This design comes from an exercise in tuning for small area, a short achievable clock period and few clock cycles on the open sky130 flow, not from production work.
Only simulation tests tie the RTL to the original design; equivalence was not proved.

==> inputs of 08-06 <==
==> flow/design.v <==
`timescale 1ns/10ps
module ELA(clk, rst, ready, in_data, data_rd, req, wen, addr, data_wr, done);
	input				clk;
	input				rst;
	input				ready;
	input		[7:0]	in_data;
	input		[7:0]	data_rd;
	output reg			req;
	output reg			wen;
	output reg	[12:0]	addr;
	output reg	[7:0]	data_wr;
	output reg			done;
localparam IDLE = 2'd0, STR = 2'd1, ODD = 2'd2, FIN = 2'd3;
reg [1:0] mode;
reg [7:0] k;		 
reg [1:0] p;		 
reg [4:0] cur;		 
reg       rdL;		 
reg [1:0] mode_n;
reg [7:0] k_n;
reg [1:0] p_n;
reg [4:0] cur_n;
always @(*) begin
	mode_n = mode;
	k_n = k;
	p_n = p;
	cur_n = cur;
	case(mode)
		IDLE: if(ready) begin
			mode_n = STR;
			k_n = 8'd0;
		end
		STR: begin
			k_n = k + 8'd1;
			if(k[6:0] == 7'd127) begin
				k_n = 8'd0;
				p_n = 2'd0;
				if(cur == 5'd0)
					cur_n = 5'd1;
				else
					mode_n = ODD;
			end
		end
		ODD: begin
			if(p == 2'd0)
				p_n = 2'd1;
			else if(p == 2'd1 && k[7:1] != 7'd0)
				p_n = 2'd2;
			else begin
				p_n = 2'd0;
				k_n = k + 8'd1;
				if(k == 8'd129) begin
					k_n = 8'd0;
					if(cur == 5'd31)
						mode_n = FIN;
					else begin
						mode_n = STR;
						cur_n = cur + 5'd1;
					end
				end
			end
		end
		default: ;
	endcase
end
always @(posedge clk or posedge rst) begin
	if(rst) begin
		mode <= IDLE;
		k <= 8'd0;
		p <= 2'd0;
		cur <= 5'd0;
		req <= 1'b0;
		wen <= 1'b0;
		done <= 1'b0;
		rdL <= 1'b0;
	end
	else begin
		mode <= mode_n;
		k <= k_n;
		p <= p_n;
		cur <= cur_n;
		req <= (mode_n == STR) && (k_n == 8'd0);
		wen <= (mode == STR) || (mode == ODD && p == 2'd2);
		done <= (mode == FIN);
		rdL <= (mode == ODD) && (p == 2'd1) && (k <= 8'd128);
	end
end
wire [4:0] prev = cur - 5'd1;
wire [6:0] wcol = k[6:0] - 7'd2;
always @(posedge clk) begin
	if(mode == STR)
		addr <= {cur, 1'b0, k[6:0]};
	else if(p == 2'd0)
		addr <= {prev, 1'b0, k[6:0]};
	else if(p == 2'd1)
		addr <= {cur, 1'b0, k[6:0]};
	else
		addr <= {prev, 1'b1, wcol};
end
function [7:0] avg;
	input [7:0] a, b;
	reg [8:0] s;
	begin
		s = {1'b0, a} + {1'b0, b};
		avg = s[8:1];
	end
endfunction
function [7:0] absd;
	input [7:0] a, b;
	begin
		absd = (a >= b) ? a - b : b - a;
	end
endfunction
reg [7:0] T;				 
reg [7:0] U0, U1, U2;		 
reg [7:0] L0, L1, L2;		 
reg [7:0] D1, D2, D3;
reg       xlty;
reg [7:0] m;
always @(posedge clk) begin
	T <= data_rd;
	if(rdL) begin
		U0 <= U1; U1 <= U2; U2 <= T;
		L0 <= L1; L1 <= L2; L2 <= data_rd;
	end
	D1 <= absd(U0, L2);
	D2 <= absd(U1, L1);
	D3 <= absd(U2, L0);
	xlty <= (U1 < L1);
end
wire edge_col = (k == 8'd2) || (k == 8'd129);
always @(posedge clk) begin
	if(edge_col || ((D2 <= D1) && (D2 <= D3)))
		m <= avg(U1, L1);
	else if(D1 <= D3)
		m <= avg(U0, L2);
	else
		m <= avg(U2, L0);
end
wire [7:0] x = U1, y = L1;
wire xgem = (x >= m);
wire ygem = (y >= m);
wire xeqy = (D2 == 8'd0);
wire yltx = !xlty && !xeqy;
reg [7:0] blue;
always @(*) begin
	if(xgem == xlty)
		blue = x;
	else if(ygem == yltx)
		blue = y;
	else
		blue = m;
end
always @(posedge clk) begin
	if(mode == STR)
		data_wr <= in_data;
	else
		data_wr <= blue;
end
endmodule
==> flow/run.sh <==
#!/bin/bash
# synth_recipe.tcl (not shown) runs the flow's synth.tcl, then flattens the netlist and writes it again
# the make line also repeats each setting of config.mk as NAME=value (left out here)
make -C /OpenROAD-flow-scripts/flow DESIGN_CONFIG=/design/flow/config.mk WORK_HOME=/design/flow/orfs CLKGATE_MAP_FILE= SYNTH_SCRIPT=/design/flow/synth_recipe.tcl finish
==> flow/config.mk <==
export PLATFORM = sky130hd
export DESIGN_NAME = ELA
export DESIGN_NICKNAME = ELA
export VERILOG_FILES = /design/flow/design.v
export SDC_FILE = /design/flow/constraint.sdc
export NUM_CORES = 4
export LEC_CHECK = 0
export CAP_MARGIN = 20
export CORE_MARGIN = 2
export CORE_UTILIZATION = 40
export SLEW_MARGIN = 20
==> flow/constraint.sdc <==
create_clock -name core_clock -period 8.5 [get_ports {clk}]
set_input_delay 1.7000 -clock core_clock [delete_from_list [all_inputs] [get_ports {clk}]]
set_output_delay 1.7000 -clock core_clock [all_outputs]
set_load 0.01 [all_outputs]
==> 05-25 (differences from 08-06) <==
==> flow/design.v (replaced) <==
`timescale 1ns/10ps
module ELA(clk, rst, ready, in_data, data_rd, req, wen, addr, data_wr, done);
	input				clk;
	input				rst;
	input				ready;
	input		[7:0]	in_data;
	input		[7:0]	data_rd;
	output reg			req;
	output reg			wen;
	output reg	[12:0]	addr;
	output reg	[7:0]	data_wr;
	output reg			done;
localparam IDLE = 2'd0, STR = 2'd1, ODD = 2'd2, FIN = 2'd3;
localparam [11:0] LAST_GROUP = 12'd3970;	 
reg [1:0]  mode;
reg [11:0] n;		 
reg [1:0]  s;		 
wire str_row_end = (n[6:0] == 7'd127);
wire odd_end     = (n == LAST_GROUP) && (s == 2'd1);
always @(posedge clk or posedge rst) begin
	if(rst) begin
		mode <= IDLE;
		n <= 12'd0;
		s <= 2'd0;
		req <= 1'b0;
		wen <= 1'b0;
		done <= 1'b0;
	end
	else begin
		req <= 1'b0;
		wen <= 1'b0;
		done <= 1'b0;
		case(mode)
			IDLE: if(ready) begin
				mode <= STR;
				req <= 1'b1;
			end
			STR: begin
				wen <= 1'b1;
				n <= n + 12'd1;
				if(str_row_end && n[11:7] != 5'd31)
					req <= 1'b1;
				if(n == 12'd4095)
					mode <= ODD;
			end
			ODD: begin
				wen <= (s == 2'd1) && (n >= 12'd3);
				if(odd_end)
					mode <= FIN;
				if(s == 2'd2) begin
					s <= 2'd0;
					n <= n + 12'd1;
				end
				else
					s <= s + 2'd1;
			end
			default: done <= 1'b1;
		endcase
	end
end
wire [11:0] w = n - 12'd3;
wire [4:0]  lrow = n[11:7] + 5'd1;
always @(posedge clk) begin
	if(mode == STR || s == 2'd0)
		addr <= {n[11:7], 1'b0, n[6:0]};
	else if(s == 2'd1)
		addr <= {w[11:7], 1'b1, w[6:0]};
	else
		addr <= {lrow, 1'b0, n[6:0]};
end
reg       pu, pw, pl;	 
reg       ed1;		 
always @(posedge clk) begin
	pu <= (mode == ODD) && (s == 2'd0);
	pw <= (mode == ODD) && (s == 2'd1);
	pl <= (mode == ODD) && (s == 2'd2);
	ed1  <= (n[6:0] == 7'd2) || (n[6:0] == 7'd3);
end
function [7:0] avg;
	input [7:0] a, b;
	reg [8:0] t;
	begin
		t = {1'b0, a} + {1'b0, b};
		avg = t[8:1];
	end
endfunction
reg [7:0] T;			 
reg [7:0] A, B, C;		 
reg [7:0] X, Y, Z;		 
always @(posedge clk) begin
	if(pu)
		T <= data_rd;
	if(pl) begin
		A <= T; B <= A; C <= B;
		Y <= data_rd;
	end
	else begin
		A <= B; B <= C; C <= A;
		X <= Y; Y <= Z; Z <= X;
	end
end
wire [8:0] sd = {1'b0, A} - {1'b0, X};
wire [7:0] ad = sd[8] ? (8'd0 - sd[7:0]) : sd[7:0];
reg [7:0] Dp, Mp;		 
reg [7:0] Dmin, M;		 
reg       xlty, xeqy;	 
always @(posedge clk) begin
	Dp <= ad;
	Mp <= avg(A, X);
	xlty <= sd[8];
	xeqy <= (sd == 9'd0);
end
always @(posedge clk) begin
	if(pw || (pl && (Dp <= Dmin))) begin
		Dmin <= Dp;
		M <= Mp;
	end
end
wire vert = ed1 || (Dp <= Dmin);
wire [7:0] x = B, y = X;
wire yltx = !xlty && !xeqy;
reg [7:0] med;
always @(*) begin
	if((x >= M) == xlty)
		med = x;
	else if((y >= M) == yltx)
		med = y;
	else
		med = M;
end
wire [7:0] blue = vert ? Mp : med;
always @(posedge clk) begin
	if(mode == STR)
		data_wr <= in_data;
	else
		data_wr <= blue;
end
endmodule
==> flow/flow/run.sh (new file) <==
#!/bin/bash
# Layout flow: the standard flow (standard synthesis unchanged), with
# small port buffers, a small clock tree and timing repair aimed below the
# clock period. Each step's output goes to a log file of its own in this
# folder; ORFS keeps its own logs under orfs/logs.
set -euo pipefail
bash standard.sh synth > synth.log 2>&1
bash standard.sh \
  BUFFER_PORTS_ARGS="-buffer_cell sky130_fd_sc_hd__buf_2" \
  CTS_ARGS="-sink_clustering_enable -repair_clock_nets -buf_list sky130_fd_sc_hd__clkbuf_8 -dont_use_dummy_load -sink_clustering_size 40 -sink_clustering_max_diameter 200" \
  SETUP_SLACK_MARGIN=6.1 \
  finish > layout.log 2>&1
==> flow/standard.sh (new file) <==
#!/bin/bash
# synth_recipe.tcl (not shown) runs the flow's synth.tcl, then flattens the netlist and writes it again
# the make line also repeats each setting of config.mk as NAME=value (left out here)
make -C /OpenROAD-flow-scripts/flow DESIGN_CONFIG=/design/flow/config.mk WORK_HOME=/design/flow/orfs CLKGATE_MAP_FILE= SYNTH_SCRIPT=/design/flow/synth_recipe.tcl "${@:-finish}"
removed: flow/run.sh
==> impl_metrics.toml <==
[detailed_routing]
m1WireLength_microns = 5450

[power_and_ir_drop]
power.group.top = "combinational cells"

[layout]
final_common_cell = "dfxtp_1"
clock_buffers = 17
inverters = 53

[grt]
gr-usage-all-layers_pct = 15.9

[placement]
dp.cells = 751

[yosys]
ys_seq_area_share_pct = 52.0
synthXorXnorAreaFrac_pct = 5.56
synth-edff-count = 40

[clock_tree]
postCtsSetupBuffers = 5

[run_status]
status = "timing/DRC/antenna clean"
(the above is from 05-25)
==> impl_metrics.toml <==
[placement]
dp.cells = 1119

[clock_tree]
cts_sinks = 131

[power_and_ir_drop]
power.group.top = "sequential cells"

[worst_setup_path]
crit_family = "simple AND/OR/NAND/NOR gates"

[detailed_routing]
vias = 5814
m1WireLength_microns = 8600

[yosys]
ys_seq_area_share_pct = 38.3
synthXorXnorAreaFrac_pct = 4.50

[layout]
clock_buffers = 20
final_common_cell = "ha_1"

[run_status]
status = "timing/DRC/antenna clean"
(the above is from 08-06)
Testbench counts of 08-06, summed over its fixed seeds: cycles 258,032.
Testbench counts of 05-25, summed over its fixed seeds: cycles 256,176.

-- static timing again, ports no longer ideal --
In the flow no input, the clock included, has a driving cell. The finished layouts below were timed again as built, in two steps.
Step 1 (the two cells are an assumption about what drives the block):
set clk [get_ports {clk}]
set_driving_cell -lib_cell sky130_fd_sc_hd__clkbuf_16 $clk
set_driving_cell -lib_cell sky130_fd_sc_hd__buf_2 [delete_from_list [all_inputs] $clk]
Step 2 times the ports against the registers' clock, not the clock port: input delays grow and output delays shrink by t, the midpoint of the rising clock arrivals with the driver on.
Slacks: ideal / step 1 / step 2; pairs: ideal / step 1.
| run | t (ns) | setup WS [ns] | worst setup path after step 2 | worst data-port slew with drivers (ns) | pins driven straight from the clock port |
|---|---|---|---|---|---|
| 08-06 | 0.460 | 5.325 / 5.326 / 4.883 | input to register | 0.03 | 1 |
| 05-25 | 0.469 | 5.841 / 5.805 / 5.965 | input to register | 0.04 | 1 |
After both steps setup and hold are still met in every run listed. For 08-06, which loses most, drivers alone change the setup slack by +0.001 ns; drivers and shift together by -0.442 ns.
